What follows belongs to an exercise in optimizing a design on an open flow for a short achievable clock period and few clock cycles per item; a production flow would make more cautious choices. The RTL was checked by simulation tests, not by an equivalence proof against the original design. No activity file was given, so power comes from the tool's default toggle rates.

// sysc_verilog_top
module sysc_verilog_top
(
    input  wire                   clk,
    input  wire                   rst_n,
    input  wire [7:0]             s_axi_awid,
    input  wire [7:0]             s_axi_awaddr,
    input  wire [7:0]             s_axi_awlen,
    input  wire [2:0]             s_axi_awsize,
    input  wire [1:0]             s_axi_awburst,
    input  wire                   s_axi_awlock,
    input  wire [3:0]             s_axi_awcache,
    input  wire [2:0]             s_axi_awprot,
    input  wire                   s_axi_awvalid,
    output wire                   s_axi_awready,
    input  wire [31:0]            s_axi_wdata,
    input  wire [3:0]             s_axi_wstrb,
    input  wire                   s_axi_wlast,
    input  wire                   s_axi_wvalid,
    output wire                   s_axi_wready,
    output wire [7:0]             s_axi_bid,
    output wire [1:0]             s_axi_bresp,
    output wire                   s_axi_bvalid,
    input  wire                   s_axi_bready,
    input  wire [7:0]             s_axi_arid,
    input  wire [7:0]             s_axi_araddr,
    input  wire [7:0]             s_axi_arlen,
    input  wire [2:0]             s_axi_arsize,
    input  wire [1:0]             s_axi_arburst,
    input  wire                   s_axi_arlock,
    input  wire [3:0]             s_axi_arcache,
    input  wire [2:0]             s_axi_arprot,
    input  wire                   s_axi_arvalid,
    output wire                   s_axi_arready,
    output wire [7:0]             s_axi_rid,
    output wire [31:0]            s_axi_rdata,
    output wire [1:0]             s_axi_rresp,
    output wire                   s_axi_rlast,
    output wire                   s_axi_rvalid,
    input  wire                   s_axi_rready
);
Settings: LEC_CHECK=0, ABC_CLOCK_PERIOD_IN_PS=2000, CAP_MARGIN=20, CORE_MARGIN=2, CORE_UTILIZATION=60, CTS_CLUSTER_DIAMETER=90, CTS_CLUSTER_SIZE=25, SETUP_SLACK_MARGIN=2.5, SLEW_MARGIN=20; clock period 4.5 ns.
run.sh (not shown) runs the stock make flow with config.mk's settings and CLKGATE_MAP_FILE= SYNTH_SCRIPT=/design/flow/synth_recipe.tcl, a recipe that flattens the netlist after the stock synthesis.
The baseline finished clean.
Testbench counts at the start, summed over its fixed seeds: cycles 4,393, items 8,352.
Rerun with:
Settings changed: CORE_UTILIZATION 60 to 55, CTS_CLUSTER_DIAMETER 90 to not set, CTS_CLUSTER_SIZE 25 to not set.
Effect: Worst setup slack gets worse by 0.092 ns; wire length goes up by a few percent; design area increases by a few percent; flip-flop and latch count does not change; sequential power is about the same; worst hold slack got worse by 0.010 ns.
Rerun with:
Settings changed: CORE_UTILIZATION 55 to 60, CTS_CLUSTER_DIAMETER set to 100, CTS_CLUSTER_SIZE set to 28.
- cell area goes down by 5.1%
- worst hold slack gains 0.012 ns
- flip-flop and latch count is unchanged
- combinational power stays flat
- wire length decreases by 2.2%
Rerun with:
Settings changed: CORE_UTILIZATION 60 to 70, CTS_CLUSTER_DIAMETER 100 to 90, CTS_CLUSTER_SIZE 28 to 25.
Outcome: Total power climbs by about 2.2%; worst setup slack degrades by 0.028 ns; critical path depth stays the same; global-route usage rose by 4.1 points; hold slack is about the same.

Setup of the reference run:
sysc_verilog_top, a different RTL version from the one above (not shown whole).
Size: ~6,500 cells after synthesis, roughly 3,400 flip-flops, ~180 I/O pins, roughly 0.11 mm2 of cells after synthesis.
==> flow/design.v (excerpt) <==
module sysc_verilog_top
(
    input  wire                   clk,
    input  wire                   rst_n,
    input  wire [7:0]             s_axi_awid,
    input  wire [7:0]             s_axi_awaddr,
    input  wire [7:0]             s_axi_awlen,
    input  wire [2:0]             s_axi_awsize,
    input  wire [1:0]             s_axi_awburst,
    input  wire                   s_axi_awlock,
    input  wire [3:0]             s_axi_awcache,
    input  wire [2:0]             s_axi_awprot,
    input  wire                   s_axi_awvalid,
    output wire                   s_axi_awready,
    input  wire [31:0]            s_axi_wdata,
    input  wire [3:0]             s_axi_wstrb,
    input  wire                   s_axi_wlast,
    input  wire                   s_axi_wvalid,
    output wire                   s_axi_wready,
    output wire [7:0]             s_axi_bid,
    output wire [1:0]             s_axi_bresp,
    output wire                   s_axi_bvalid,
    input  wire                   s_axi_bready,
    input  wire [7:0]             s_axi_arid,
    input  wire [7:0]             s_axi_araddr,
    input  wire [7:0]             s_axi_arlen,
    input  wire [2:0]             s_axi_arsize,
    input  wire [1:0]             s_axi_arburst,
    input  wire                   s_axi_arlock,
    input  wire [3:0]             s_axi_arcache,
    input  wire [2:0]             s_axi_arprot,
    input  wire                   s_axi_arvalid,
    output wire                   s_axi_arready,
    output wire [7:0]             s_axi_rid,
    output wire [31:0]            s_axi_rdata,
    output wire [1:0]             s_axi_rresp,
    output wire                   s_axi_rlast,
    output wire                   s_axi_rvalid,
    input  wire                   s_axi_rready
);
clock: 4.5 ns
lec_check: 0
abc_clock_period_in_ps: 2000
cap_margin: 20
core_margin: 2
core_utilization: 40
setup_slack_margin: 2.5
slew_margin: 20
The final report for the reference run shows a completed flow and a layout that fails verification, specifically antenna violations.
Testbench counts of the reference run, summed over its fixed seeds: cycles 4,393, items 8,352.
Edits applied to the flow inputs when going from the reference run to the trial run:
-- flow/config.mk --
<<< the reference run, line 9
export CAP_MARGIN = 20
export CORE_MARGIN = 2
export CORE_UTILIZATION = 40
export SETUP_SLACK_MARGIN = 2.5
export SLEW_MARGIN = 20
>>> the trial run, line 9
export CAP_MARGIN = 20
export CORE_MARGIN = 2
export CORE_UTILIZATION = 45
export SETUP_SLACK_MARGIN = 2.5
export SLEW_MARGIN = 20
Results
- The trial run went all the way through the flow, and no timing, DRC or antenna check failed.
- Comparing the trial run with the reference run, the overall via count from detail_route came out essentially unchanged.
- Fraction of area in clock buffers and inverters came out higher on the trial run than on the reference run.
- Relative to the reference run, minimum clock period after layout decreased by 18 ps in the trial run.
- Changes observed in the trial run relative to the reference run: final weighted congestion in routability-driven placement +about 3.7%; number of global-route vias before repair roughly the same; post-route clock period utilization -0.40 points.

[port drivers added, routing unchanged]
How much do the figures lean on ideal ports? The routed layouts below were timed once more, with nothing changed but the port constraints. Step 1 (the two cells are an assumption about what drives the block):
set clk [get_ports {clk}]
set_driving_cell -lib_cell sky130_fd_sc_hd__clkbuf_16 $clk
set_driving_cell -lib_cell sky130_fd_sc_hd__buf_2 [delete_from_list [all_inputs] $clk]
Step 2 adds t to the input delays and takes it off the output delays; t is the mean of the earliest and latest rising clock arrival at the registers after step 1. Input paths then give back, and output paths get back, about the clock's delay inside the block. Three values: ideal, step 1, step 2; two values: the first two.
run | shift t [ns] | setup WS [ns] | clock arrival spread, ns
the first run of note 1 | 0.879 | 2.308 / 2.219 / 1.737 | 0.037 / 0.037
the second run of note 1 | 1.002 | 2.216 / 2.125 / 1.643 | 0.057 / 0.057
the third run of note 1 | 0.858 | 2.321 / 2.232 / 1.815 | 0.042 / 0.042
the fourth run of note 1 | 0.891 | 2.293 / 2.207 / 1.713 | 0.035 / 0.035
the reference run | 1.018 | 2.186 / 2.083 / 1.511 | 0.081 / 0.081
the trial run | 1.017 | 2.204 / 2.102 / 1.663 | 0.066 / 0.066
For the reference run, which loses most, drivers alone change the setup slack by -0.103 ns; drivers and shift together by -0.675 ns.
